From an optimization exercise on the open Yosys and OpenROAD flow, aimed at small area, a short achievable clock period and few clock cycles; shortcuts taken in it are not production practice.
In this exercise RTL edits were held to simulation tests only and were not proved equivalent to the original.
Power and IR drop assume default switching activity.

--- design/flow/config.mk ---
export PLATFORM = sky130hd
export DESIGN_NAME = Top
export DESIGN_NICKNAME = Top
export VERILOG_FILES = /design/flow/design.v
export SDC_FILE = /design/flow/constraint.sdc
export NUM_CORES = 4
export LEC_CHECK = 0
export ABC_AREA = 1
export CAP_MARGIN = 20
export CORE_AREA = 3 3 237 237
export CTS_BUF_LIST = sky130_fd_sc_hd__clkbuf_4 sky130_fd_sc_hd__clkbuf_8
export DIE_AREA = 0 0 240 240
export SETUP_SLACK_MARGIN = 5
export SLEW_MARGIN = 20
--- design/flow/design.v ---
module Top(
  input wire clock,
  input wire reset_n,
  input wire start,
  input wire [127:0] M1_ReadBus1,
  output wire [15:0] M1_ReadAddress1,
  input wire [35:0] M2_ReadBus1,
  input wire [19:0] M2_ReadBus2,
  output wire [15:0] M2_ReadAddress1,
  output wire [15:0] M2_ReadAddress2,
  output wire [127:0] M2_WriteBus,
  output wire [15:0] M2_WriteAddress,
  output wire M2_WriteEnable,
  input wire [127:0] M3_ReadBus1,
  output wire [15:0] M3_ReadAddress1,
  output wire [127:0] M3_WriteBus,
  output wire [15:0] M3_WriteAddress,
  output wire M3_WriteEnable,
  output wire [127:0] M4_WriteBus,
  output wire [15:0] M4_WriteAddress,
  output wire M4_WriteEnable
  );
  localparam REPLAY = 1'b1;
  localparam [14:0] LASTW = 15'd19199;
  localparam [27:0] NPIX = 28'd307200;
  reg s_clr, s_hist, s_drain, s_lut, s_out, s_wait, s_rep;
  wire idle = !(s_clr || s_hist || s_drain || s_lut || s_out || s_wait || s_rep);
  reg [14:0] w;         
  reg [2:0]  ph;        
  reg        dc;        
  reg o_cap, o_a2, o_b2, o_a3, o_b3, o_loop;
  reg hf;               
  reg found;
  reg [7:0]  ra1, ra2;
  reg [15:0] ra3;       
  reg        pv;        
  reg        od;        
  reg [5:0]  phd;       
  reg        fwd2, fwd3;
  reg        we2, we3, m4we;
  reg [7:0]  wa2;
  reg [15:0] wa3;
  reg [14:0] m4a;
  reg [127:0] asm;
  wire [18:0] a_c3 = asm[26:8];
  wire [18:0] a_c2 = asm[67:49];
  wire [13:0] El   = asm[81:68];
  wire [13:0] Eh   = asm[95:82];
  wire [19:0] Dn   = asm[115:96];
  wire [13:0] xr   = {asm[41:40], asm[127:116]};   
  wire [7:0]  v    = {asm[48:42], asm[31]};         
  wire        cf   = asm[30];                       
  wire        cinr = asm[29];                       
  function [18:0] inc19;
    input [18:0] c;
    input ci;
    integer i;
    begin
      for (i = 0; i < 19; i = i + 1)
        inc19[i] = c[i] ^ (ci & ((c & ((19'd1 << i) - 19'd1)) == ((19'd1 << i) - 19'd1)));
    end
  endfunction
  function [14:0] add14;
    input [13:0] a, b;
    input ci;
    integer i, l;
    reg [14:0] g, p, g2, p2;
    begin
      g = {(a & b), ci};
      p = {(a ^ b), 1'b0};
      for (l = 1; l < 16; l = l * 2) begin
        g2 = g; p2 = p;
        for (i = 0; i < 15; i = i + 1)
          if ((i & l) != 0) begin
            g2[i] = g[i] | (p[i] & g[(i & ~(l - 1)) - 1]);
            p2[i] = p[i] & p[(i & ~(l - 1)) - 1];
          end
        g = g2; p = p2;
      end
      add14[13:0] = a ^ b ^ g[13:0];
      add14[14] = g[14];
    end
  endfunction
  reg [7:0] p1, p2, p3;
  always @(*) begin
    case (ph)
      3'd0: begin p1 = M1_ReadBus1[7:0];     p2 = M1_ReadBus1[15:8];    p3 = M1_ReadBus1[23:16];   end
      3'd1: begin p1 = M1_ReadBus1[31:24];   p2 = M1_ReadBus1[39:32];   p3 = M1_ReadBus1[47:40];   end
      3'd2: begin p1 = M1_ReadBus1[55:48];   p2 = M1_ReadBus1[63:56];   p3 = M1_ReadBus1[71:64];   end
      3'd3: begin p1 = M1_ReadBus1[79:72];   p2 = M1_ReadBus1[87:80];   p3 = M1_ReadBus1[95:88];   end
      3'd4: begin p1 = M1_ReadBus1[103:96];  p2 = M1_ReadBus1[111:104]; p3 = M1_ReadBus1[119:112]; end
      3'd5: begin p1 = M1_ReadBus1[127:120]; p2 = M1_ReadBus1[111:104]; p3 = M1_ReadBus1[63:56];   end
      3'd6: begin p1 = M1_ReadBus1[15:8];    p2 = M1_ReadBus1[111:104]; p3 = M1_ReadBus1[87:80];   end
      default: begin p1 = M1_ReadBus1[39:32]; p2 = M1_ReadBus1[111:104]; p3 = M1_ReadBus1[111:104]; end
    endcase
  end
  assign M1_ReadAddress1 = {1'b0, w};
  assign M2_ReadAddress1 = {8'd0, ra1};
  assign M2_ReadAddress2 = {8'd0, ra2};
  assign M3_ReadAddress1 = ra3;
  assign M2_WriteEnable  = we2;
  assign M2_WriteAddress = {8'd0, wa2};
  assign M2_WriteBus     = {92'd0, asm[67:32]};
  assign M3_WriteEnable  = we3;
  assign M3_WriteAddress = wa3;
  assign M3_WriteBus     = asm;
  assign M4_WriteEnable  = m4we;
  assign M4_WriteAddress = {1'b0, m4a};
  assign M4_WriteBus     = asm;
  wire [18:0] c2 = fwd2 ? a_c2 : M2_ReadBus1[35:17];
  wire [18:0] c3 = fwd3 ? a_c3 : M3_ReadBus1[26:8];
  wire [18:0] c2n = inc19(c2, pv);
  wire [18:0] c3n = inc19(c3, pv);
  wire [14:0] s14 = add14(hf ? Eh : El, xr, hf ? cf : cinr);
  wire loop_go = found && (v != 8'd255) && !Eh[13];
  wire e_op = o_a2 || o_b2 || o_a3 || o_b3 || (o_loop && (hf || loop_go));
  wire emit = o_loop && !hf && !loop_go;
  wire lut_end = emit && (ra1 == 8'd255);
  wire [18:0] bus_c2 = M2_ReadBus1[35:17];
  wire [18:0] bus_c3 = M3_ReadBus1[26:8];
  reg  [13:0] xn;
  reg         cn;
  always @(*) begin
    xn = Dn[13:0]; cn = 1'b0;
    if (o_cap) xn = found ? {bus_c2[5:0], 8'd0} : bus_c2[13:0];
    else if (o_a2 && !hf) xn = found ? {1'b0, a_c2[18:6]} : {9'd0, a_c2[18:14]};
    else if (o_a2 && hf) begin xn = found ? ~a_c2[13:0] : a_c3[13:0]; cn = found; end
    else if (o_b2 && !hf) begin xn = found ? {9'h1ff, ~a_c2[18:14]} : {9'd0, a_c3[18:14]}; cn = found; end
    else if (o_b2 && hf) xn = found ? {a_c3[5:0], 8'd0} : El;
    else if (o_a3 && !hf) xn = {1'b0, a_c3[18:6]};
    else if (o_a3 && hf) begin xn = ~a_c3[13:0]; cn = 1'b1; end
    else if (o_b3 && !hf) begin xn = {9'h1ff, ~a_c3[18:14]}; cn = 1'b1; end
    else if (o_loop && !hf) xn = {{8{Dn[19]}}, Dn[19:14]};
  end
  wire wlast = (w == LASTW);
  wire [14:0] w_inc = wlast ? 15'd0 : w + 15'd1;
  wire nz_next = (bus_c2 != 19'd0) || (bus_c3 != 19'd0);
  wire hist_end = s_hist && ph == 3'd7 && wlast;
  wire out_end  = s_out && ph == 3'd5 && wlast;
  always @(posedge clock or negedge reset_n) begin
    if (!reset_n) begin
      s_clr <= 1'b0; s_hist <= 1'b0; s_drain <= 1'b0; s_lut <= 1'b0;
      s_out <= 1'b0; s_wait <= 1'b0; s_rep <= 1'b0;
      w <= 15'd0; ph <= 3'd0; dc <= 1'b0;
      o_cap <= 1'b0; o_a2 <= 1'b0; o_b2 <= 1'b0; o_a3 <= 1'b0; o_b3 <= 1'b0; o_loop <= 1'b0;
      hf <= 1'b0; found <= 1'b0;
      pv <= 1'b0; od <= 1'b0; we2 <= 1'b0; we3 <= 1'b0; m4we <= 1'b0;
    end else begin
      pv <= s_hist;
      od <= s_out;
      m4we <= (od && phd[5]) || s_rep;
      we2 <= pv || emit;
      we3 <= pv || emit || s_clr || (REPLAY && od && phd[5]);
      if (start && idle) s_clr <= 1'b1;
      else if (s_clr && ra1 == 8'd255) begin s_clr <= 1'b0; s_hist <= 1'b1; end
      if (hist_end) begin s_hist <= 1'b0; s_drain <= 1'b1; end
      if (s_drain || s_wait) dc <= ~dc;
      if (s_drain && dc) begin
        s_drain <= 1'b0; s_lut <= 1'b1; o_cap <= 1'b1; hf <= 1'b0; found <= 1'b0;
      end
      if (lut_end) begin s_lut <= 1'b0; s_out <= 1'b1; end
      if (out_end) begin s_out <= 1'b0; s_wait <= 1'b1; end
      if (s_wait && dc) begin
        s_wait <= 1'b0;
        if (REPLAY) s_rep <= 1'b1; else s_hist <= 1'b1;
      end
      if (s_hist) ph <= ph + 3'd1;
      else if (s_out) ph <= (ph == 3'd5) ? 3'd0 : ph + 3'd1;
      else ph <= 3'd0;
      if ((s_hist && ph == 3'd7) || (s_out && ph == 3'd5) || s_rep) w <= w_inc;
      if (o_cap) begin
        o_cap <= 1'b0;
        if (nz_next) o_a2 <= 1'b1; else o_loop <= 1'b1;
      end
      if (o_a2 || o_b2 || o_a3 || o_b3) hf <= ~hf;
      if (o_a2 && hf) begin o_a2 <= 1'b0; o_b2 <= 1'b1; end
      if (o_b2 && hf) begin
        o_b2 <= 1'b0; found <= 1'b1;
        if (found) o_a3 <= 1'b1; else o_loop <= 1'b1;
      end
      if (o_a3 && hf) begin o_a3 <= 1'b0; o_b3 <= 1'b1; end
      if (o_b3 && hf) begin o_b3 <= 1'b0; o_loop <= 1'b1; end
      if (o_loop) begin
        if (hf) hf <= 1'b0;
        else if (loop_go) hf <= 1'b1;
        else begin o_loop <= 1'b0; if (!lut_end) o_cap <= 1'b1; end
      end
    end
  end
  wire [7:0] ra1_inc = ra1 + 8'd1;
  always @(posedge clock) begin
    phd <= {s_out && ph == 3'd5, s_out && ph == 3'd4, s_out && ph == 3'd3,
            s_out && ph == 3'd2, s_out && ph == 3'd1, s_out && ph == 3'd0};
    if ((s_out && ph == 3'd5) || s_rep) m4a <= w;
    fwd2 <= pv && (ra1 == p1);
    fwd3 <= pv && (ra3[7:0] == p3);
    if (s_clr || emit) begin
      ra1 <= ra1_inc; ra3 <= {8'd0, ra1_inc};
    end else if (s_lut) begin
    end else if (s_drain || idle) begin
      ra1 <= 8'd0; ra3 <= 16'd0;
    end else if (s_rep || (s_wait && dc && REPLAY)) begin
      ra3 <= {1'b1, s_rep ? w_inc : 15'd0};
    end else begin
      ra1 <= p1;
      ra2 <= p2;
      ra3 <= {8'd0, p3};
    end
    wa2 <= ra1;
    wa3 <= (od && phd[5]) ? {1'b1, m4a} : {8'd0, ra3[7:0]};
    if (pv || o_cap) begin
      asm[67:49] <= c2n;
      asm[26:8]  <= c3n;
    end
    if (s_clr || emit) begin
      asm[26:8] <= 19'd0; asm[67:49] <= 19'd0;
      asm[7:0] <= v; asm[39:32] <= v;
    end
    if (e_op) begin
      if (hf) asm[95:82] <= s14[13:0];
      else begin asm[81:68] <= s14[13:0]; asm[30] <= s14[14]; end
    end
    if (o_b2 && hf && !found) asm[115:96] <= {s14[5:0], El};
    if (s_lut) begin {asm[41:40], asm[127:116]} <= xn; asm[29] <= cn; end
    if (s_drain) {asm[48:42], asm[31]} <= 8'd0;
    if (o_loop && hf) {asm[48:42], asm[31]} <= v + 8'd1;
    if (s_drain) asm[95:68] <= 28'd0 - NPIX;
    if (s_rep) asm <= M3_ReadBus1;
    if (od) begin
      if (phd[0]) begin asm[7:0]     <= M2_ReadBus1[7:0]; asm[15:8]    <= M2_ReadBus2[7:0]; asm[23:16]   <= M3_ReadBus1[7:0]; end
      if (phd[1]) begin asm[31:24]   <= M2_ReadBus1[7:0]; asm[39:32]   <= M2_ReadBus2[7:0]; asm[47:40]   <= M3_ReadBus1[7:0]; end
      if (phd[2]) begin asm[55:48]   <= M2_ReadBus1[7:0]; asm[63:56]   <= M2_ReadBus2[7:0]; asm[71:64]   <= M3_ReadBus1[7:0]; end
      if (phd[3]) begin asm[79:72]   <= M2_ReadBus1[7:0]; asm[87:80]   <= M2_ReadBus2[7:0]; asm[95:88]   <= M3_ReadBus1[7:0]; end
      if (phd[4]) begin asm[103:96]  <= M2_ReadBus1[7:0]; asm[111:104] <= M2_ReadBus2[7:0]; asm[119:112] <= M3_ReadBus1[7:0]; end
      if (phd[5]) asm[127:120] <= M2_ReadBus1[7:0];
    end
  end
endmodule
--- design/flow/flow/run.sh ---
#!/bin/bash
set -euo pipefail
bash standard.sh 'BUFFER_PORTS_ARGS=-buffer_cell sky130_fd_sc_hd__buf_1' finish > make_finish.log 2>&1
--- design/flow/standard.sh ---
#!/bin/bash
# synth_recipe.tcl (not shown) runs the flow's synth.tcl, then flattens the netlist and writes it again
# the make line also repeats each setting of config.mk as NAME=value (left out here)
make -C /OpenROAD-flow-scripts/flow DESIGN_CONFIG=/design/flow/config.mk WORK_HOME=/design/flow/orfs CLKGATE_MAP_FILE= SYNTH_SCRIPT=/design/flow/synth_recipe.tcl "${@:-finish}"
--- design/flow/constraint.sdc ---
create_clock -name core_clock -period 8.0 [get_ports {clock}]
set_input_delay 1.6000 -clock core_clock [delete_from_list [all_inputs] [get_ports {clock}]]
set_output_delay 1.6000 -clock core_clock [all_outputs]
set_load 0.01 [all_outputs]
==> results of run 1 <==
==> stage by stage <==
stage | area [µm²] | hold slack (ns) | total power (W)
global route | 21600 | 0.419 | 0.00631
global placement | 20100 | 0.383 | 0.00437
detailed placement | 20100 | 0.384 | 0.00438
CTS | 21400 | 0.399 | 0.00587
finish | 21600 | 0.395 | 0.00593
floorplan | 19200 | 0.374 | 0.00367
==> sequential cells by signal, indices dropped and copies added, names as in the netlist, 3 cells and up <==
register,flops
asm,128
ra3,16
wa3,16
m4a,15
w,15
ra1,8
ra2,8
wa2,8
phd,6
ph,3
==> cell families after synthesis <==
group | count (synthesis)
buffers and inverters | 719
adders and majority gates | 28
xor gates and xnor gates | 13
other | 1
DFF | 246
AOI/OAI and AO/OA | 518
and+or+nand+nor | 1459
==> cell usage in the layout (no fill, tap or decap), drive strengths merged, types with 10 or more instances in the layout <==
| cell | Yosys | routed |
|---|---|---|
| nor2 | 335 | 335 |
| or2 | 17 | 17 |
| a21oi | 165 | 165 |
| inv | 307 | 307 |
| o22ai | 34 | 34 |
| edfxtp | 39 | 39 |
| ha | 24 | 24 |
| o21ai | 193 | 193 |
| nand4 | 26 | 26 |
| nand3b | 10 | 10 |
| a41oi | 16 | 16 |
| clkbuf | 70 | 76 |
| clkinv | 7 | 27 |
| dfrtp | 39 | 39 |
| diode | 0 | 11 |
| o211ai | 20 | 20 |
| nand3 | 132 | 132 |
| nor3 | 22 | 22 |
| buf | 335 | 706 |
| nand2 | 905 | 905 |
| a31oi | 41 | 41 |
| dfxtp | 168 | 168 |
| conb | 1 | 118 |
==> path summary, 6_finish.rpt <==
path	start	slack, ns	endpoint
worst max-delay path	asm[26]	5.04	M3_WriteBus[26]
worst min-delay path	s_out	0.39	od
worst max register to register	s_lut	5.12	ra2[5]
worst min register to register	s_out	0.39	od
max in group asynchronous	reset_n	6.38	ph[2]
min in group asynchronous	reset_n	1.05	o_b3
==> layout make-up <==
class | instances | area (µm²)
diodes | 11 | 27.5
clock buffers | 69 | 881
clock inverters | 23 | 193
fillers | 6070 | 32400
inverters | 314 | 1200
multi-input cells | 2136 | 9940
flip-flops and latches | 246 | 5610
well taps | 696 | 871
repair buffers | 713 | 2880
==> timing repair <==
action,4_1_cts,5_1_grt
hold endpoints to repair,0,0
setup endpoints to repair,197,77
buffers inserted,6,12
pin swaps,0,2
resized for setup,83,38
==> routing by layer <==
| metal | share of wire | vias up | routed length, µm | track usage |
|---|---|---|---|---|
| met5 | 0.00048 | - | 47 | 0 |
| met4 | 0.059 | 6 | 5790 | 0.173 |
| met3 | 0.098 | 239 | 9670 | 0.0754 |
| met2 | 0.46 | 1185 | 45500 | 0.530 |
| met1 | 0.38 | 9891 | 37500 | 0.391 |
| li1 | - | 10209 | - | - |
==> report_power, final <==
group          internal [W]  total [W]  switching [W]
clock network      0.000785    0.00144       0.000654
logic              0.000877    0.00264        0.00176
registers           0.00150    0.00185       0.000353
total               0.00316    0.00593        0.00277
==> run_results.csv, run 1 <==
group,metric,value,unit
outcome,outcome,"no timing/DRC/antenna violations",
synth,synth_xor_area_frac,0.00606,
clock_tree,cts.clk_slew.worst_paths,0.06,ns
timing,period_share,0.370,
timing,slew_violations,0,
critical_path,end_kind,"output port",
synth,yosysTopAreaCell,"nand2_1",
synth,synth_compound_area_frac,0.157,
power,p_leak,9.99,nW
timing,tightest_slew,1.19,ns
critical_path,cpLargestDelayFamily,"flip-flops",
synth,syn_area,18800,µm²
grt,antenna_found_initial,13,
die,die_height,240,µm
die,core-area,54000,µm²
critical_path,crit_slowest_cell,"dfxtp_1",
placed_design,gp_congestion,0.956,
synth,async_reset_ff_frac,0.159,
timing,setup_viol,0,
synth,netlist_instances,2984,
route,via_count,21530,
placed_design,dp_cells,4087,
clock_tree,hold_buffers,0,
final_layout,final_layout_size_suffix_gt1_frac,0.0783,
grt,track_usage,0.322,
critical_path,required,6.40,ns
timing,grt_setup_unrepaired,"false",
placed_design,dp_hpwl,75700,µm
grt,grt_pass1_wl,134000,µm
placed_design,place_ws,4.45,ns
clock_tree,clock-sinks,246,
clock_tree,tritoncts,"built",
grt,overflow,0,
critical_path,critPathKind,"reg -> out",
timing,hold_viol_final,0,
placed_design,io_buffers,674,
synth,yosysSeqAreaShare,0.293,
route,drc,0,
route,drtIter0Drc,2040,
synth,synth-adder-area-share,0.0202,
final_layout,fin_util,0.400,
synth,synthSimpleGateAreaFrac,0.317,
route,drt_wl_total,98500,µm
timing,finalClockSkew,0.0357,ns
route,drtAntennaViolNets,0,
power,vdd_drop_max,0.127,mV
die,dieArea,57600,µm²
route,firstDrtPassIters,6,
critical_path,path_max_fanout,4,
synth,yosysWarningCount,1,
final_layout,layout.cells.non_filler,4208,
synth,yosysUniqueCellTypes,58,
die,start_util,0.348,
synth,syn_area_per_cell,6.30,µm²
clock_tree,htreeDepth,2,
synth,synth_top_family_by_area,"simple AND/OR/NAND/NOR gates",
run,maxCapViolations,0,
critical_path,crit_buf_inv,1,
timing,fin_ws,5.04,ns
die,chipWidth,240,µm
critical_path,path_cells,"clkbuf_2",
critical_path,cp_data_arrival_time,1.36,ns
timing,max_freq,0.338,GHz
grt,grt_max_degree,65,
power,p_per_area,274,nW/µm²
synth,synth-seq-cells,246,
synth,synth_edf_count,39,
timing,period_needed,2.96,ns
synth,synth_top_cell_area_share,0.179,
route,post_drt_wl_per_cell,23.4,µm
clock_tree,cts_root_buffer,"clkbuf_8",
grt,grt_pass1_vias,19545,
critical_path,cp.depth,1,
die,ios,814,
route,routed_via_density,5.12,
final_layout,finalNetCount,3804,
critical_path,cp-start-kind,"register",
critical_path,rr_worst_depth,4,
synth,muxShareOfSynthArea,0,
synth,synth_ff_type,"dfxtp_1",
clock_tree,cts_max_path_buffers,3,
timing,fin_tns_setup,0,ns
timing,slew-limit-headroom,0.203,
synth,netlist_top_cells_area,"nand2_1, dfxtp_1, buf_4, nor2_1, edfxtp_1",
worst_hold_path,hold_path_depth,0,
worst_hold_path,hold_path_class,"reg -> reg",
clock_tree,worstSkewPairLatency,0.66,ns
clock_tree,cts_made_buffers,50,
synth,synth.most_common_cell,"nand2_1",
final_layout,area_growth,15.0,%
die,rows,85,
synth,netlist_top_cells_count,"nand2_1, nor2_1, inv_1",
critical_path,max_stage_delay,0.46,ns
Testbench counts, summed over its fixed seeds: cycles 2,326,192.
==> run 2, diff against run 1 <==
--- a/design/flow/config.mk
+++ b/design/flow/config.mk
@@ -10,3 +10,3 @@
 export CORE_AREA = 3 3 237 237
-export CTS_BUF_LIST = sky130_fd_sc_hd__clkbuf_4 sky130_fd_sc_hd__clkbuf_8
+export CTS_BUF_LIST = sky130_fd_sc_hd__clkbuf_8 sky130_fd_sc_hd__clkbuf_16
 export DIE_AREA = 0 0 240 240
==> run 2 against run 1 <==
Wire length shrank 1.0%; synthesized cell count is the same; sequential share of layout area about the same; still clean; global-route usage shrank 0.33 points; via count decreased by 0.70%; sequential power hardly changed; design area is 0.74% lower; flip-flop and latch count did not move.
==> run_results.csv, run 2 <==
group,metric,value,unit
grt,grtUsageMet1,0.391,
clock_tree,cts_made_buffers,31,
route,via_count,21379,
grt,antenna_found_initial,13,
critical_path,cp_data_arrival_time,1.38,ns
grt,grt.met2_usage,0.529,
placed_design,dp_hpwl,75700,µm
critical_path,required,6.40,ns
synth,async_reset_ff_frac,0.159,
critical_path,critPathKind,"reg -> out",
synth,netlist_top_cells_area,"nand2_1, dfxtp_1, buf_4, nor2_1, edfxtp_1",
die,core-area,54000,µm²
clock_tree,clock-sinks,246,
synth,netlist_top_cells_count,"nand2_1, nor2_1, inv_1",
critical_path,path_cells,"buf_1",
route,routed_via_density,5.14,
critical_path,end_kind,"output port",
synth,yosysTopAreaCell,"nand2_1",
worst_hold_path,hold_path_class,"reg -> reg",
timing,tightest_slew,1.15,ns
final_layout,fillers,6053,
synth,netlist_instances,2984,
grt,grt_pass1_vias,19360,
route,drt_wl_total,97500,µm
power,p_per_area,277,nW/µm²
synth,yosysWarningCount,1,
final_layout,fin_util,0.397,
die,ios,814,
synth,synth_edf_count,39,
timing,slew-limit-headroom,0.234,
clock_tree,worstSkewPairLatency,0.61,ns
power,p_leak,9.88,nW
grt,grt_max_degree,65,
final_layout,largest_register_ffs,128,
synth,synth.most_common_cell,"nand2_1",
timing,max_freq,0.336,GHz
die,die_height,240,µm
grt,met3_usage,0.0663,
critical_path,path_max_fanout,6,
final_layout,finalNetCount,3776,
clock_tree,cts_root_buffer,"clkbuf_16",
final_layout,reg_top3,"asm x128, ra3 x16, wa3 x16",
timing,grt_setup_unrepaired,"true",
synth,yosysUniqueCellTypes,58,
grt,track_usage,0.319,
outcome,outcome,"no timing/DRC/antenna violations",
placed_design,placed_cell_area,20100,µm²
die,chipWidth,240,µm
critical_path,crit_buf_inv,1,
route,firstDrtPassIters,6,
final_layout,area_growth,14.1,%
synth,synth-seq-cells,246,
synth,syn_area_per_cell,6.30,µm²
final_layout,final_layout_size_suffix_gt1_frac,0.0549,
timing,finalClockSkew,0.0293,ns
timing,period_share,0.372,
timing,hold_viol_final,0,
run,maxCapViolations,0,
placed_design,gp_congestion,0.956,
critical_path,crit_slowest_cell,"edfxtp_1",
route,drc,0,
grt,top_usage_layer,"met2",
die,rows,85,
route,drtIter0Drc,1993,
die,dieArea,57600,µm²
clock_tree,cts.clk_slew.worst_paths,0.06,ns
final_layout,mostFrequentLayoutCells,"nand2_1, buf_1, nor2_1, inv_1, o21ai_0",
grt,grt_pass1_wl,133000,µm
die,start_util,0.348,
route,drtAntennaViolNets,0,
clock_tree,cts_max_path_buffers,3,
clock_tree,htreeDepth,1,
grt,overflow,0,
final_layout,final_cell_area,21400,µm²
critical_path,cp-start-kind,"register",
timing,fin_tns_setup,0,ns
timing,slew_violations,0,
critical_path,max_stage_delay,0.58,ns
route,post_drt_wl_per_cell,23.4,µm
final_layout,regMostFlops,"asm",
clock_tree,tritoncts,"built",
synth,yosysSeqAreaShare,0.293,
synth,synth_top_cell_area_share,0.179,
final_layout,final_common_cell,"nand2_1",
placed_design,io_buffers,674,
timing,setup_viol,0,
timing,period_needed,2.98,ns
critical_path,cpLargestDelayFamily,"flip-flops",
power,vdd_drop_max,0.156,mV
synth,synth_ff_type,"dfxtp_1",
synth,syn_area,18800,µm²
[run 2: cell counts after synthesis]
No cell type changed its count.
[run 2: layer usage]
layer,part of all wire,wire length (µm)
met5,0.00055,54
met4,0.056,5480
met3,0.090,8800
met2,0.47,45400
met1,0.39,37800
[run 2: worst paths after layout]
| kind | startpoint | to | slack [ns] | cells after the start |
|---|---|---|---|---|
| max | ra1[7] | M2_ReadAddress1[7] | 5.02 | 1 |
| min | s_out | od | 0.41 | 0 |
| max reg2reg | ph[0] | fwd2 | 5.14 | 12 |
| min reg2reg | s_out | od | 0.41 | 0 |
| max in group asynchronous | reset_n | s_rep | 6.38 | 2 |
| min in group asynchronous | reset_n | o_a3 | 1.09 | 2 |
[run 2: area by class of cell]
cell class,count,area [µm²],area share
diodes,9,22.5,0.00105
clock buffers,39,897,0.0418
clock inverters,19,161,0.00753
inverters,314,1200,0.0558
multi-input cells,2136,9950,0.464
flip-flops and latches,246,5570,0.260
well taps,696,871,0.0406
repair buffers,704,2780,0.130
[run 2: logic make-up after synthesis]
logic type | after synthesis | share of synthesized area
adders and majority gates | 28 | 0.0202
xor gates and xnor gates | 13 | 0.00606
buffers and inverters | 719 | 0.205
other | 1 | 0.000200
DFF | 246 | 0.293
and+or+nand+nor | 1459 | 0.317
AOI/OAI and AO/OA | 518 | 0.157
[run 2: stage by stage]
step                hold slack [ns]  std cells  total power [W]  setup slack, ns
finish                        0.408       4163          0.00593             5.02
global route                  0.422       4157          0.00632             4.95
CTS                           0.403       4146          0.00589             4.91
detailed placement            0.384       4087          0.00438             4.45
global placement              0.383       4087          0.00437             4.44
floorplan                     0.374       3101          0.00367             5.11
[run 2: power by group]
group / internal, W / switching, W
combinational: 0.000858 / 0.00175
sequential: 0.00149 / 0.000353
clock: 0.000855 / 0.000628
[run 2: repair_timing]
item,CTS,global route
pin swaps,0,2
hold buffers,0,0
setup endpoints to repair,136,57
setup buffers,1,8
resized for setup,50,22
hold endpoints to repair,0,0
==> run 3, diff against run 2 <==
--- a/design/flow/config.mk
+++ b/design/flow/config.mk
@@ -14 +14,2 @@
 export SLEW_MARGIN = 20
+export TNS_END_PERCENT = 10
==> run 3 against run 2 <==
Total power down 0.39%; non-clock buffer count fell by 5; core utilization fell by 0.22 points; die area is the same; clock power about the same; fmax down 7.5%; global-route usage shrank 0.050 points; largest cell class unchanged.
==> run_results.csv, run 3 <==
group,metric,value,unit
die,die_height,240,µm
route,via_count,21339,
grt,grt_pass1_wl,133000,µm
timing,max_freq,0.311,GHz
synth,syn_area_per_cell,6.30,µm²
clock_tree,cts_max_path_buffers,3,
critical_path,rr_worst_depth,7,
worst_hold_path,hold_path_class,"reg -> reg",
synth,netlist_instances,2984,
critical_path,r2r_start,"hf",
synth,synth_edf_count,39,
critical_path,crit_buf_inv,1,
final_layout,final_layout_size_suffix_gt1_frac,0.0426,
grt,antenna_found_initial,11,
synth,netlist_top_cells_count,"nand2_1, nor2_1, inv_1",
placed_design,io_buffers,674,
route,firstDrtPassIters,5,
route,post_drt_wl_per_cell,23.5,µm
final_layout,final_common_cell,"nand2_1",
route,drtAntennaViolNets,0,
route,drtIter0Drc,2000,
critical_path,critPathKind,"reg -> out",
die,chipWidth,240,µm
route,drc,0,
clock_tree,clock-sinks,246,
timing,setup_viol,0,
synth,yosysSeqAreaShare,0.293,
route,routed_via_density,5.13,
grt,grt_pass1_vias,19344,
route,drt_wl_total,97600,µm
final_layout,finalNetCount,3771,
final_layout,multi_input_area,9930,µm²
timing,slew_violations,0,
timing,period_needed,3.22,ns
synth,synth_ff_type,"dfxtp_1",
critical_path,crit_slowest_cell,"dfxtp_1",
synth,yosysWarningCount,1,
critical_path,cpLargestDelayFamily,"flip-flops",
die,dieArea,57600,µm²
clock_tree,cts.clk_slew.worst_paths,0.06,ns
clock_tree,worstSkewPairLatency,0.61,ns
clock_tree,cts_root_buffer,"clkbuf_16",
timing,period_share,0.402,
timing,finalClockSkew,0.0254,ns
timing,grt_setup_unrepaired,"true",
final_layout,reg_top3,"asm x128, ra3 x16, wa3 x16",
timing,hold_viol_final,0,
critical_path,end_kind,"output port",
critical_path,cp-start-kind,"register",
clock_tree,htreeDepth,1,
grt,grt_max_degree,65,
final_layout,regMostFlops,"asm",
die,rows,85,
synth,yosysTopAreaCell,"nand2_1",
final_layout,largest_register_ffs,128,
clock_tree,tritoncts,"built",
clock_tree,cts_made_buffers,31,
critical_path,required,6.40,ns
critical_path,max_stage_delay,0.61,ns
power,vdd_drop_max,0.152,mV
critical_path,cp_data_arrival_time,1.62,ns
critical_path,cp.depth,1,
timing,tightest_slew,1.18,ns
synth,synth_top_cell_area_share,0.179,
timing,fin_tns_setup,0,ns
critical_path,cp-startpoint,"asm[31]",
final_layout,area_growth,13.5,%
critical_path,path_cells,"buf_1",
power,p_leak,9.83,nW
timing,slew-limit-headroom,0.214,
critical_path,path_max_fanout,7,
grt,track_usage,0.318,
synth,synth-seq-cells,246,
timing,fin_ws,4.78,ns
placed_design,dp_hpwl,75700,µm
grt,overflow,0,
critical_path,r2r_slack,4.96,ns
synth,async_reset_ff_frac,0.159,
final_layout,regArea,5520,µm²
placed_design,gp_congestion,0.956,
run,maxCapViolations,0,
final_layout,mostFrequentLayoutCells,"nand2_1, buf_1, nor2_1, inv_1, o21ai_0",
placed_design,place_ws,4.45,ns
final_layout,fillers,6067,
synth,yosysUniqueCellTypes,58,
synth,syn_area,18800,µm²
synth,synth.most_common_cell,"nand2_1",
critical_path,crit_path_end,"M3_WriteBus[31]",
die,ios,814,
die,start_util,0.348,
die,core-area,54000,µm²
critical_path,r2r-end,"ra3[7]",
synth,netlist_top_cells_area,"nand2_1, dfxtp_1, buf_4, nor2_1, edfxtp_1",
power,p_per_area,277,nW/µm²
outcome,outcome,"no timing/DRC/antenna violations",
[run 3: changes by cell type in the layout (fill, tap and decap cells not counted), moves of 3 or more]
| cell | change |
|---|---|
| dfxtp_4 | -3 |
| buf_4 | -4 |
| dfxtp_2 | -26 |
| buf_2 | -5 |
| buf_1 | +5 |
| dfxtp_1 | +29 |
[run 3: repair_timing]
| action | CTS | global route |
|---|---|---|
| buffers inserted | 0 | 4 |
| resized for setup | 12 | 14 |
| pin swaps | 0 | 2 |
| hold buffers | 0 | 0 |
| cloned | 0 | 0 |
| setup endpoints to repair | 136 | 147 |
[run 3: per-layer routing]
layer / routed length, µm / global-route usage / vias to the layer above / share of wire
li1: - / - / 10118 / -
met1: 38000 / 0.393 / 9891 / 0.39
met2: 45300 / 0.525 / 1102 / 0.46
met3: 8720 / 0.0646 / 222 / 0.089
met4: 5580 / 0.169 / 6 / 0.057
met5: 47 / 0 / - / 0.00048
[run 3: metrics by stage]
step                hold slack [ns]   util  power [W]  cells  cell area (µm²)
global placement              0.383  0.372    0.00437   4087            20100
finish                        0.402  0.395    0.00591   4157            21300
global route                  0.422  0.394    0.00629   4152            21300
CTS                           0.403  0.393    0.00587   4145            21200
detailed placement            0.384  0.372    0.00438   4087            20100
floorplan                     0.374      -    0.00367   3101            19200
[run 3: layout make-up]
cell class              count  share of cell area
diodes                      8            0.000939
clock buffers              39              0.0421
clock inverters            19             0.00757
inverters                 314              0.0561
multi-input cells        2136               0.466
flip-flops and latches    246               0.259
well taps                 696              0.0408
repair buffers            699               0.128
[run 3: how the worst min path moves through the flow]
stage          startpoint  end  slack [ns]  cells after the start
6_report            s_out   od        0.40                      0
5_1_grt             s_out   od        0.42                      0
2_1_floorplan       s_out   od        0.37                      0
3_3_place_gp        s_out   od        0.38                      0
4_1_cts             s_out   od        0.40                      0
3_5_place_dp        s_out   od        0.38                      0
[run 3: kinds of logic after synthesis]
group                    Yosys count  synth area share
adder cells (fa/ha/maj)           28            0.0202
other                              1          0.000200
XOR/XNOR                          13           0.00606
buffers and inverters            719             0.205
flip-flops                       246             0.293
AO/OA/AOI/OAI                    518             0.157
AND/OR/NAND/NOR                 1459             0.317
[run 3: power by group]
group | total, W | internal [W] | switching [W]
clock network | 0.00148 | 0.000855 | 0.000628
registers | 0.00183 | 0.00148 | 0.000351
logic | 0.00259 | 0.000840 | 0.00175
==> run 4, diff against run 3 <==
--- a/design/flow/config.mk
+++ b/design/flow/config.mk
@@ -14,2 +14,2 @@
 export SLEW_MARGIN = 20
-export TNS_END_PERCENT = 10
+export TNS_END_PERCENT = 40
==> run 4 against run 3 <==
Critical path depth did not move; core utilization rose by 0.086 points; largest power group unchanged; count of clock-buffer cells in the layout did not move; design area rose by 0.22%; synthesized cell count did not move; largest cell class unchanged; die area did not move; worst hold slack barely moved; total power rose by 0.35%; first-iteration DRC count fell by 5.0%; clock skew rose by 0.0014 ns.
==> run_results.csv, run 4 <==
group,metric,value,unit
outcome,outcome,"no timing/DRC/antenna violations",
die,dieArea,57600,µm²
timing,whs,0.402,ns
placed_design,io_buffers,674,
route,drtAntennaViolNets,0,
die,ios,814,
power,swShare,0.461,
grt,antenna_found_initial,11,
synth,syn_area,18800,µm²
synth,synth.most_common_cell,"nand2_1",
critical_path,cpLargestDelayFamily,"flip-flops",
route,post_drt_wl_per_cell,23.5,µm
final_layout,final_layout_size_suffix_gt1_frac,0.0480,
synth,yosysTopAreaCell,"nand2_1",
clock_tree,clock-sinks,246,
route,firstDrtPassIters,5,
critical_path,critPathKind,"reg -> out",
power,internal_power,0.00320,W
timing,hold_viol_final,0,
power,p_seq_frac,0.311,
final_layout,fillers,6060,
critical_path,cp_data_arrival_time,1.44,ns
grt,overflow,0,
grt,track_usage,0.318,
power,vdd_drop_max,0.153,mV
synth,synth_edf_count,39,
power,p_switching,0.00273,W
final_layout,largest_register_ffs,128,
placed_design,gp_congestion,0.956,
clock_tree,tritoncts,"built",
critical_path,path_max_fanout,7,
synth,yosysWarningCount,1,
power,p_total,0.00593,W
timing,slew-limit-headroom,0.213,
synth,yosysUniqueCellTypes,58,
die,die_height,240,µm
power,p_leak,9.84,nW
placed_design,dp_hpwl,75700,µm
route,drt_wl_total,97700,µm
clock_tree,cts.clk_slew.worst_paths,0.06,ns
die,rows,85,
route,drc,0,
clock_tree,cts_max_path_buffers,3,
timing,grt_setup_unrepaired,"true",
critical_path,path_cells,"buf_1",
timing,setup_viol,0,
synth,netlist_top_cells_area,"nand2_1, dfxtp_1, buf_4, nor2_1, edfxtp_1",
timing,period_needed,3.04,ns
grt,grt_pass1_wl,133000,µm
power,p_clk_frac,0.249,
timing,fin_tns_setup,0,ns
synth,yosysSeqAreaShare,0.293,
grt,grt_max_degree,65,
die,start_util,0.348,
final_layout,final_common_cell,"nand2_1",
final_layout,fin_util,0.396,
final_layout,finalNetCount,3773,
die,core-area,54000,µm²
critical_path,r2r_slack,5.09,ns
final_layout,reg_top3,"asm x128, ra3 x16, wa3 x16",
critical_path,max_stage_delay,0.63,ns
critical_path,cp-start-kind,"register",
clock_tree,worstSkewPairLatency,0.61,ns
critical_path,crit_buf_inv,1,
critical_path,crit_slowest_cell,"dfxtp_1",
synth,netlist_instances,2984,
synth,netlist_top_cells_count,"nand2_1, nor2_1, inv_1",
power,power_frac_comb,0.440,
grt,grt_pass1_vias,19339,
synth,synth_top_cell_area_share,0.179,
final_layout,mostFrequentLayoutCells,"nand2_1, buf_1, nor2_1, inv_1, o21ai_0",
synth,synth-seq-cells,246,
critical_path,end_kind,"output port",
power,p_per_area,278,nW/µm²
route,drtIter0Drc,1900,
timing,slew_violations,0,
worst_hold_path,hold_path_class,"reg -> reg",
clock_tree,htreeDepth,1,
clock_tree,hold_buffers,0,
final_layout,area_growth,13.7,%
final_layout,regMostFlops,"asm",
timing,tightest_slew,1.18,ns
synth,synth_ff_type,"dfxtp_1",
timing,max_freq,0.329,GHz
route,via_count,21431,
clock_tree,cts_made_buffers,31,
synth,syn_area_per_cell,6.30,µm²
clock_tree,cts_root_buffer,"clkbuf_16",
synth,async_reset_ff_frac,0.159,
critical_path,required,6.40,ns
timing,period_share,0.380,
timing,finalClockSkew,0.0268,ns
route,routed_via_density,5.15,
die,chipWidth,240,µm
run,maxCapViolations,0,
run 4: per-stage QoR:
stage | std cells | worst slack (ns) | area (µm²)
after floorplan | 3101 | 5.11 | 19200
after global placement | 4087 | 4.44 | 20100
after detailed placement | 4087 | 4.45 | 20100
after CTS | 4145 | 4.74 | 21200
after global routing | 4154 | 4.92 | 21400
final | 4158 | 4.96 | 21400
run 4: power groups by stage:
stage	combinational [W]	sequential [W]	clock (W)
2_1_floorplan	0.00190	0.00177	0
3_3_place_gp	0.00252	0.00186	0
3_5_place_dp	0.00252	0.00186	0
4_1_cts	0.00254	0.00184	0.00150
5_1_grt	0.00289	0.00187	0.00156
6_report	0.00261	0.00184	0.00148
run 4: area by class of cell:
cell class	instances	area (µm²)	share of cell area
sequential	246	5540	0.259
antenna	7	17.5	0.000820
multi-input combinational	2136	9930	0.465
inverter	314	1200	0.0560
clock inverter	19	161	0.00755
clock buffer	39	897	0.0420
timing repair buffer	701	2760	0.129
tap	696	871	0.0407
run 4: metal layers:
metal | wire (µm) | track usage
met1 | 38600 | 0.393
met5 | 47 | 0
met3 | 8250 | 0.0640
met2 | 45200 | 0.525
met4 | 5690 | 0.168
run 4: cells by family after synthesis:
| kind of cell | Yosys count | synth area share |
|---|---|---|
| xor gates and xnor gates | 13 | 0.00606 |
| adders and majority gates | 28 | 0.0202 |
| other | 1 | 0.000200 |
| buffers and inverters | 719 | 0.205 |
| AOI/OAI and AO/OA | 518 | 0.157 |
| DFF | 246 | 0.293 |
| and+or+nand+nor | 1459 | 0.317 |
run 4: worst paths after layout:
check                         from         endpoint  cells past startpoint
setup / recovery           asm[15]  M4_WriteBus[15]                      1
max in group asynchronous  reset_n            ph[2]                      2
setup reg to reg             s_lut           ra2[1]                      4
hold / removal               s_out               od                      0
hold reg to reg              s_out               od                      0
min in group asynchronous  reset_n             o_a3                      2
run 4: repair_timing:
item,4_1_cts,5_1_grt
setup endpoints to repair,136,126
pin swaps,0,2
endpoints found under the hold margin,0,0
buffers inserted,0,6
resized for setup,16,32
==> run 5, diff against run 4 <==
==> design/flow/flow/run.sh (replaced) <==
#!/bin/bash
set -euo pipefail
bash standard.sh 'BUFFER_PORTS_ARGS=-buffer_cell sky130_fd_sc_hd__buf_1' SETUP_SLACK_MARGIN=5.1 finish > make_finish.log 2>&1
--- a/design/flow/config.mk
+++ b/design/flow/config.mk
@@ -14,2 +14 @@
 export SLEW_MARGIN = 20
-export TNS_END_PERCENT = 40
==> run 5 against run 4 <==
Clock skew about the same; non-clock buffer count grew 14; via count is 1.2% higher; sequential share of layout area rose by 0.054 points; combinational power is 2% higher; register-to-register slack better by 0.11 ns; sequential power about the same; total power up 1.3%; area after synthesis unchanged; final cell count grew 0.43%; first-iteration DRC count is 10% higher; largest cell class unchanged.
==> run_results.csv, run 5 <==
group,metric,value,unit
synth,yosysSeqAreaShare,0.293,
die,core-area,54000,µm²
critical_path,critPathKind,"reg -> out",
critical_path,crit_slowest_cell,"edfxtp_1",
clock_tree,hold_buffers,0,
timing,whs,0.407,ns
placed_design,io_buffers,674,
final_layout,reg_top3,"asm x128, ra3 x16, wa3 x16",
synth,netlist_instances,2984,
route,drtAntennaViolNets,0,
grt,antenna_found_initial,12,
route,post_drt_wl_per_cell,23.6,µm
grt,grt_max_degree,65,
synth,synth_top_cell_area_share,0.179,
final_layout,mostFrequentLayoutCells,"nand2_1, buf_1, nor2_1, inv_1, o21ai_0",
synth,syn_area,18800,µm²
synth,yosysWarningCount,1,
clock_tree,cts_made_buffers,31,
outcome,outcome,"no timing/DRC/antenna violations",
critical_path,crit_buf_inv,1,
power,vdd_drop_max,0.159,mV
timing,period_needed,2.90,ns
worst_hold_path,hold_path_depth,0,
synth,synth_ff_type,"dfxtp_1",
worst_hold_path,whs_endpoint,"od",
critical_path,path_max_fanout,2,
power,p_per_area,277,nW/µm²
route,firstDrtPassIters,6,
timing,slew_violations,0,
critical_path,max_stage_delay,0.52,ns
timing,tightest_slew,1.18,ns
critical_path,cpLargestDelayFamily,"flip-flops",
synth,syn_area_per_cell,6.30,µm²
critical_path,end_kind,"output port",
timing,hold_viol_final,0,
clock_tree,worstSkewPairLatency,0.61,ns
grt,grt.met2_usage,0.533,
route,drc,0,
route,drtIter0Drc,2090,
timing,max_freq,0.345,GHz
critical_path,rr_worst_depth,12,
timing,fin_tns_setup,0,ns
die,ios,814,
critical_path,r2r_slack,5.20,ns
critical_path,path_cells,"buf_1",
grt,met3_usage,0.0692,
final_layout,area_growth,15.6,%
clock_tree,htreeDepth,1,
grt,grtUsageMet1,0.393,
die,chipWidth,240,µm
final_layout,finalNetCount,3788,
critical_path,r2r_start,"ph[0]",
worst_hold_path,hold_path.startpoint,"s_out",
final_layout,regMostFlops,"asm",
final_layout,final_common_cell,"nand2_1",
grt,overflow,0,
synth,synth-seq-cells,246,
synth,yosysTopAreaCell,"nand2_1",
grt,grt_pass1_wl,135000,µm
grt,track_usage,0.322,
power,p_leak,10.0,nW
synth,synth_edf_count,39,
final_layout,fin_util,0.402,
synth,synth.most_common_cell,"nand2_1",
die,die_height,240,µm
final_layout,largest_register_ffs,128,
timing,slew-limit-headroom,0.212,
route,routed_via_density,5.19,
placed_design,dp_hpwl,75700,µm
timing,period_share,0.362,
grt,top_usage_layer,"met2",
critical_path,cp_data_arrival_time,1.30,ns
synth,async_reset_ff_frac,0.159,
worst_hold_path,hold_path_class,"reg -> reg",
critical_path,r2r-end,"fwd2",
clock_tree,cts.clk_slew.worst_paths,0.06,ns
run,maxCapViolations,0,
clock_tree,tritoncts,"built",
clock_tree,cts_max_path_buffers,3,
clock_tree,cts_root_buffer,"clkbuf_16",
critical_path,required,6.40,ns
timing,setup_viol,0,
die,start_util,0.348,
synth,netlist_top_cells_area,"nand2_1, dfxtp_1, buf_4, nor2_1, edfxtp_1",
grt,grt_pass1_vias,19476,
die,dieArea,57600,µm²
synth,yosysUniqueCellTypes,58,
die,rows,85,
timing,grt_setup_unrepaired,"true",
synth,netlist_top_cells_count,"nand2_1, nor2_1, inv_1",
critical_path,cp-start-kind,"register",
placed_design,gp_congestion,0.956,
route,drt_wl_total,98600,µm
clock_tree,clock-sinks,246,
timing,finalClockSkew,0.0266,ns
route,via_count,21691,
final_layout,final_layout_size_suffix_gt1_frac,0.0784,
-- run 5: area by class of cell --
cell class	instances	area [µm²]
Inverter	314	1200
Antenna cell	10	25.0
Fill cell	6039	32300
Clock inverter	19	161
Timing Repair Buffer	715	2940
Multi-Input combinational cell	2137	9980
Clock buffer	39	897
Sequential cell	246	5640
Tap cell	696	871
-- run 5: logic make-up after synthesis --
group	synth area share
AOI/OAI and AO/OA	0.157
DFF	0.293
adders and majority gates	0.0202
buffers and inverters	0.205
xor gates and xnor gates	0.00606
and+or+nand+nor	0.317
other	0.000200
-- run 5: through the flow --
step / setup slack [ns] / total power, W / instances / instance area, µm²
global route: 5.04 / 0.00639 / 4168 / 21700
CTS: 5.02 / 0.00596 / 4156 / 21500
floorplan: 5.11 / 0.00367 / 3101 / 19200
global placement: 4.44 / 0.00437 / 4087 / 20100
finish: 5.10 / 0.00601 / 4176 / 21700
detailed placement: 4.45 / 0.00438 / 4087 / 20100
-- run 5: layer usage --
layer	wire length (µm)	part of all wire	up-vias
met1	37700	0.38	10110
li1	-	-	10165
met4	5590	0.057	8
met3	9190	0.093	226
met5	60	0.00061	-
met2	46000	0.47	1182
-- run 5: worst max-delay path by stage --
stage	startpoint	to	slack (ns)	cells after the start
floorplan	hf	asm[76]	5.11	16
global route	ph[0]	fwd2	5.04	12
finish	ra1[7]	M2_ReadAddress1[7]	5.10	1
global placement	ph[0]	fwd2	4.44	12
CTS	ph[2]	fwd2	5.02	12
detailed placement	ph[0]	fwd2	4.45	12
-- run 5: repair_timing --
action,in CTS,in global routing
gates resized for setup,124,44
pin swaps,1,4
setup buffers,11,9
endpoints found under the hold margin,0,0
cloned,0,1
endpoints found under the setup margin,252,86
-- run 5: where the power goes --
part           total (W)  switching, W  internal (W)
combinational    0.00267       0.00178      0.000898
sequential       0.00185      0.000350       0.00150
clock            0.00148      0.000629      0.000855
total            0.00601       0.00276       0.00325
==> run 6, diff against run 5 <==
--- a/design/flow/design.v
+++ b/design/flow/design.v
@@ -22,3 +22,3 @@
   );
-  localparam REPLAY = 1'b1;
+  localparam REPLAY = 1'b0;
   localparam [14:0] LASTW = 15'd19199;
==> run 6 against run 5 <==
Sequential power shrank 6%; largest cell class unchanged; largest power group unchanged; synthesized cell count decreased by 13%; critical path depth unchanged; critical path type unchanged; clock skew grew 0.025 ns; non-clock buffer count is 118 lower.
==> run_results.csv, run 6 <==
group,metric,value,unit
grt,grt_max_degree,55,
final_layout,finalNetCount,3319,
route,via_count,18771,
synth,yosysUniqueCellTypes,51,
synth,synth_xor_area_frac,0.00716,
timing,grt_setup_unrepaired,"true",
route,post_drt_wl_per_cell,23.0,µm
critical_path,cp-start-kind,"register",
clock_tree,tritoncts,"built",
grt,antenna_found_initial,8,
power,vdd_drop_max,0.178,mV
route,drtIter0Drc,1882,
critical_path,cp_data_arrival_time,1.28,ns
final_layout,regMostFlops,"asm",
critical_path,critPathKind,"reg -> out",
synth,synthSimpleGateAreaFrac,0.308,
timing,hold_viol_final,0,
synth,synth_edf_count,41,
critical_path,cpLargestDelayFamily,"flip-flops",
grt,grt_pass1_wl,117000,µm
die,dieArea,57600,µm²
synth,yosysWarningCount,1,
synth,netlist_top_cells_area,"dfxtp_1, nand2_1, buf_4, edfxtp_1, dfrtp_1",
critical_path,crit_slowest_cell,"dfxtp_4",
synth,async_reset_ff_frac,0.160,
clock_tree,cts_made_buffers,31,
timing,fin_tns_setup,0,ns
synth,synth.most_common_cell,"nand2_1",
synth,netlist_top_cells_count,"nand2_1, buf_4, inv_1",
outcome,outcome,"no timing/DRC/antenna violations",
critical_path,crit_buf_inv,1,
timing,period_share,0.360,
worst_hold_path,hold_path_class,"reg -> reg",
synth,synth_ff_type,"dfxtp_1",
placed_design,io_buffers,565,
placed_design,gp_congestion,0.999,
synth,synth-seq-cells,237,
route,routed_via_density,5.07,
critical_path,path_max_fanout,5,
die,chipWidth,240,µm
final_layout,reg_top3,"asm x128, wa3 x16",
synth,synth_compound_area_frac,0.139,
critical_path,required,6.40,ns
power,p_per_area,275,nW/µm²
grt,overflow,0,
power,p_total,0.00537,W
timing,whs,0.447,ns
timing,slew_violations,0,
route,drt_wl_total,85000,µm
clock_tree,cts_root_buffer,"clkbuf_16",
synth,yosysSeqAreaShare,0.312,
clock_tree,cts_max_path_buffers,3,
synth,syn_area,17100,µm²
clock_tree,htreeDepth,1,
grt,track_usage,0.279,
die,ios,814,
synth,netlist_instances,2597,
route,drtAntennaViolNets,0,
synth,synth_top_cell_area_share,0.185,
synth,synth-adder-area-share,0.0222,
die,core-area,54000,µm²
critical_path,max_stage_delay,0.50,ns
synth,syn_area_per_cell,6.59,µm²
placed_design,dp_cells,3620,
route,drc,0,
critical_path,path_cells,"buf_6",
synth,synth_top_family_by_area,"simple AND/OR/NAND/NOR gates",
timing,setup_viol,0,
final_layout,largest_register_ffs,128,
run,maxCapViolations,0,
die,start_util,0.317,
timing,tightest_slew,1.01,ns
placed_design,dp_hpwl,66600,µm
clock_tree,worstSkewPairLatency,0.61,ns
clock_tree,clock-sinks,237,
die,rows,85,
timing,period_needed,2.88,ns
clock_tree,cts.clk_slew.worst_paths,0.06,ns
clock_tree,hold_buffers,0,
power,p_leak,8.84,nW
route,firstDrtPassIters,6,
final_layout,area_growth,14.0,%
final_layout,final_common_cell,"nand2_1",
final_layout,final_layout_size_suffix_gt1_frac,0.0883,
timing,finalClockSkew,0.0517,ns
synth,muxShareOfSynthArea,0.00175,
die,die_height,240,µm
timing,slew-limit-headroom,0.328,
timing,max_freq,0.347,GHz
final_layout,mostFrequentLayoutCells,"nand2_1, buf_1, inv_1, nor2_1, o21ai_0",
critical_path,end_kind,"output port",
final_layout,layout.cells.non_filler,3699,
synth,yosysTopAreaCell,"dfxtp_1",
grt,grt_pass1_vias,16653,
run 6: changes by cell type after synthesis, moves of 10 or more:
cell	before	now
inv_1	297	237
o21ai_0	183	152
buf_4	288	303
a31oi_1	41	30
dfxtp_1	168	158
nand2_1	898	751
clkbuf_1	70	39
nor2_1	326	227
a21oi_1	165	139
o21ai_1	10	23
nand3_1	124	145
a41oi_1	16	0
run 6: layout make-up:
| type | instances | area, µm² |
|---|---|---|
| Multi-Input combinational cell | 1851 | 8730 |
| Tap cell | 696 | 871 |
| Sequential cell | 237 | 5480 |
| Antenna cell | 3 | 7.51 |
| Inverter | 258 | 977 |
| Timing Repair Buffer | 597 | 2460 |
| Fill cell | 6046 | 34500 |
| Clock buffer | 32 | 790 |
| Clock inverter | 25 | 211 |
run 6: cell families (layout without fill, tap and decap cells):
group	after synthesis	after routing
AOI/OAI and AO/OA	429	429
xor gates and xnor gates	14	14
adders and majority gates	28	28
buffers and inverters	635	912
DFF	237	237
muxes	3	3
other	1	129
and+or+nand+nor	1250	1251
run 6: worst paths after layout:
kind	start	to	slack, ns	depth (start not counted)
max	asm[55]	M3_WriteBus[55]	5.12	1
min	ra1[3]	wa2[3]	0.45	0
max reg2reg	ph[0]	fwd2	5.28	14
min reg2reg	ra1[3]	wa2[3]	0.45	0
max in group asynchronous	reset_n	ph[2]	6.34	2
min in group asynchronous	reset_n	o_a3	1.08	2
run 6: repair_timing:
item	in CTS	in global routing
pin swaps	2	2
buffers inserted	7	11
gates cloned	1	0
endpoints found under the setup margin	261	95
gates resized for setup	121	36
hold endpoints to repair	0	0
run 6: metrics by stage:
stage,utilization,instance area (µm²),worst slack [ns]
after CTS,0.358,19400,5.09
final,0.361,19500,5.12
after detailed placement,0.335,18100,4.44
after global routing,0.361,19500,5.10
after global placement,0.335,18100,4.48
after floorplan,-,17600,5.15
run 6: metal layers:
layer	global-route usage	routed length, µm	up-vias
li1	-	-	8763
met1	0.357	33800	8795
met2	0.464	39500	1039
met3	0.0596	8470	170
met4	0.100	3330	4
met5	0	18	-
run 6: power breakdown:
group / internal [W] / leakage [nW] / switching (W) / total [W]
combinational: 0.000738 / 6.14 / 0.00151 / 0.00225
clock: 0.000808 / 0.522 / 0.000588 / 0.00140
sequential: 0.00142 / 2.18 / 0.000308 / 0.00173
run 6: worst register-to-register path: cells and delay by family, from the launching register on:
family	cells	cell delay (ns)
flops	1	0.42
fa+ha+maj	1	0.14
buf+inv	3	0.38
simple gates	10	1.69
Testbench counts of run 6, summed over its fixed seeds: cycles 4,343,112.
==> run 7, diff against run 6 <==
--- a/design/flow/design.v
+++ b/design/flow/design.v
@@ -22,3 +22,3 @@
   );
-  localparam REPLAY = 1'b0;
+  localparam REPLAY = 1'b1;
   localparam [14:0] LASTW = 15'd19199;
==> design/flow/flow/run.sh (replaced) <==
#!/bin/bash
set -euo pipefail
bash standard.sh 'BUFFER_PORTS_ARGS=-buffer_cell sky130_fd_sc_hd__buf_1' SETUP_SLACK_MARGIN=5.25 finish > make_finish.log 2>&1
==> run 7 against run 6 <==
Still clean; setup slack improved by 0.044 ns; wire length increased by 18%; count of clock-buffer cells in the layout increased by 15; final cell count increased by 15%; global-route usage increased by 4.5 points; area after synthesis increased by 9.8%; flip-flop and latch count increased by 9; critical endpoint is now M2_ReadAddress1[0]; highest routed layer unchanged.
==> run_results.csv, run 7 <==
group,metric,value,unit
outcome,outcome,"no timing/DRC/antenna violations",
route,drtAntennaViolNets,0,
die,dieArea,57600,µm²
worst_hold_path,hold_path_class,"reg -> reg",
synth,synth.most_common_cell,"nand2_1",
critical_path,cp-start-kind,"register",
synth,netlist_top_cells_count,"nand2_1, nor2_1, inv_1",
final_layout,regMostFlops,"asm",
placed_design,dp_hpwl,74700,µm
critical_path,required,6.40,ns
power,p_total,0.00649,W
die,die_height,240,µm
critical_path,path_cells,"buf_1",
route,drtIter0Drc,2241,
timing,tightest_slew,1.08,ns
die,ios,814,
synth,synth_edf_count,39,
power,p_per_area,281,nW/µm²
clock_tree,htreeDepth,2,
route,drc,0,
critical_path,max_stage_delay,0.51,ns
critical_path,critPathKind,"reg -> out",
grt,grt_max_degree,66,
die,core-area,54000,µm²
grt,track_usage,0.324,
power,p_leak,11.0,nW
final_layout,largest_register_ffs,128,
timing,period_share,0.354,
route,drt_wl_total,99900,µm
route,firstDrtPassIters,6,
clock_tree,cts.clk_slew.worst_paths,0.06,ns
power,p_seq_frac,0.290,
power,internal_power,0.00364,W
placed_design,gp_congestion,0.982,
timing,fin_tns_setup,0,ns
critical_path,crit_buf_inv,1,
power,p_clk_frac,0.260,
synth,synth_ff_type,"dfxtp_1",
timing,hold_viol_final,0,
critical_path,crit_slowest_cell,"edfxtp_1",
timing,setup_viol,0,
synth,synth-seq-cells,246,
synth,synth_top_cell_area_share,0.179,
synth,netlist_top_cells_area,"nand2_1, dfxtp_1, buf_4, nor2_1, edfxtp_1",
synth,yosysUniqueCellTypes,58,
die,rows,85,
synth,netlist_instances,2984,
grt,grt_pass1_wl,136000,µm
power,vdd_drop_max,0.170,mV
clock_tree,worstSkewPairLatency,0.56,ns
power,swShare,0.440,
route,post_drt_wl_per_cell,23.6,µm
final_layout,finalNetCount,3858,
synth,synth-adder-area-share,0.0202,
die,chipWidth,240,µm
critical_path,cpLargestDelayFamily,"flip-flops",
synth,yosysTopAreaCell,"nand2_1",
clock_tree,tritoncts,"built",
timing,period_needed,2.84,ns
synth,synth_xor_area_frac,0.00606,
placed_design,place_ws,4.44,ns
synth,yosysWarningCount,1,
placed_design,io_buffers,674,
timing,fin_ws,5.16,ns
critical_path,path_max_fanout,2,
timing,max_freq,0.353,GHz
synth,syn_area,18800,µm²
timing,grt_setup_unrepaired,"true",
timing,slew-limit-headroom,0.279,
final_layout,area_growth,23.1,%
die,start_util,0.348,
timing,finalClockSkew,0.0173,ns
clock_tree,cts_max_path_buffers,3,
timing,slew_violations,0,
clock_tree,cts_root_buffer,"clkbuf_16",
synth,async_reset_ff_frac,0.159,
route,routed_via_density,5.21,
synth,muxShareOfSynthArea,0,
clock_tree,clock-sinks,246,
critical_path,cp_data_arrival_time,1.24,ns
grt,overflow,0,
final_layout,mostFrequentLayoutCells,"nand2_1, buf_1, nor2_1, inv_1, o21ai_0",
final_layout,reg_top3,"asm x128, ra3 x16, wa3 x16",
synth,synthSimpleGateAreaFrac,0.317,
synth,synth_compound_area_frac,0.157,
clock_tree,cts_made_buffers,35,
critical_path,end_kind,"output port",
final_layout,final_common_cell,"nand2_1",
synth,synth_top_family_by_area,"simple AND/OR/NAND/NOR gates",
final_layout,fin_util,0.428,
final_layout,final_layout_size_suffix_gt1_frac,0.148,
power,p_switching,0.00286,W
run,maxCapViolations,0,
grt,grt_pass1_vias,19681,
synth,syn_area_per_cell,6.30,µm²
synth,yosysSeqAreaShare,0.293,
route,via_count,22115,
power,power_frac_comb,0.450,
grt,antenna_found_initial,11,
run 7: what timing repair did:
item	4_1_cts	5_1_grt
endpoints found under the setup margin	388	249
gates cloned	0	4
resized for setup	328	143
setup buffers	48	35
pin swaps	5	13
hold endpoints to repair	0	0
hold buffers	0	0
run 7: cell type report:
type / count / area, µm²
diodes: 6 / 15.0
clock buffers: 47 / 1060
clock inverters: 16 / 165
fillers: 5974 / 30900
inverters: 314 / 1220
multi-input cells: 2137 / 10100
flip-flops and latches: 246 / 5790
well taps: 696 / 871
repair buffers: 780 / 3880
repair inverters: 1 / 7.51
run 7: kinds of logic after synthesis:
family | count (synthesis)
other cells | 1
flops | 246
xor+xnor | 13
fa+ha+maj | 28
simple gates | 1459
compound gates | 518
buf+inv | 719
run 7: power by group through the flow:
stage                     sequential (W)  combinational [W]  clock, W
after global routing             0.00190            0.00322   0.00175
after CTS                        0.00187            0.00270   0.00170
after floorplan                  0.00177            0.00191         0
after detailed placement         0.00187            0.00249         0
after global placement           0.00186            0.00249         0
final                            0.00188            0.00292   0.00169
run 7: stage by stage:
step,instances,instance area (µm²),hold slack [ns]
floorplan,3101,19200,0.374
global placement,4087,20100,0.382
detailed placement,4087,20100,0.384
CTS,4198,22400,0.397
global route,4238,23100,0.417
finish,4243,23100,0.398
run 7: worst paths after layout:
check / from / endpoint / slack [ns] / depth (start not counted)
setup reg to reg: ph[0] / fwd2 / 5.34 / 14
min in group asynchronous: reset_n / o_b2 / 1.15 / 2
setup / recovery: ra1[0] / M2_ReadAddress1[0] / 5.16 / 1
hold / removal: s_out / od / 0.40 / 0
hold reg to reg: s_out / od / 0.40 / 0
max in group asynchronous: reset_n / ph[2] / 6.31 / 2
run 7: routing by layer:
metal / vias up / wire, µm / GRT usage
met5: - / 56 / 0
met4: 8 / 5080 / 0.142
met3: 203 / 8810 / 0.0619
met2: 1239 / 47800 / 0.553
met1: 10355 / 38200 / 0.398
li1: 10310 / - / -
Testbench counts of run 7, summed over its fixed seeds: cycles 2,326,192.

[static timing again, ports no longer ideal]
Ports are ideal in the flow. The routed layouts listed here were re-timed in OpenROAD. Step 1, drivers: a clkbuf_16 drives clock and a buf_2 each remaining input, both assumed. Step 2, shift: input delay + t, output delay - t, t = (earliest + latest rising clock arrival at the registers) / 2. This alone moves slack from input paths to output paths. Three values: no drivers, after step 1, after step 2; two values: the first two.
run	t, ns	setup slack, ns	worst data-port slew with drivers (ns)
run 1	0.698	5.038 / 4.981 / 4.517	0.16
run 2	0.660	5.023 / 4.962 / 4.528	0.17
run 3	0.657	4.783 / 4.723 / 4.512	0.18
run 4	0.659	4.963 / 4.903 / 4.494	0.18
run 5	0.660	5.103 / 5.041 / 4.614	0.18
run 6	0.653	5.121 / 5.058 / 4.630	0.15
run 7	0.611	5.165 / 5.104 / 4.728	0.17
After both steps setup and hold are still met in every run listed. For run 1, which loses most, drivers alone change the setup slack by -0.057 ns; drivers and shift together by -0.521 ns.
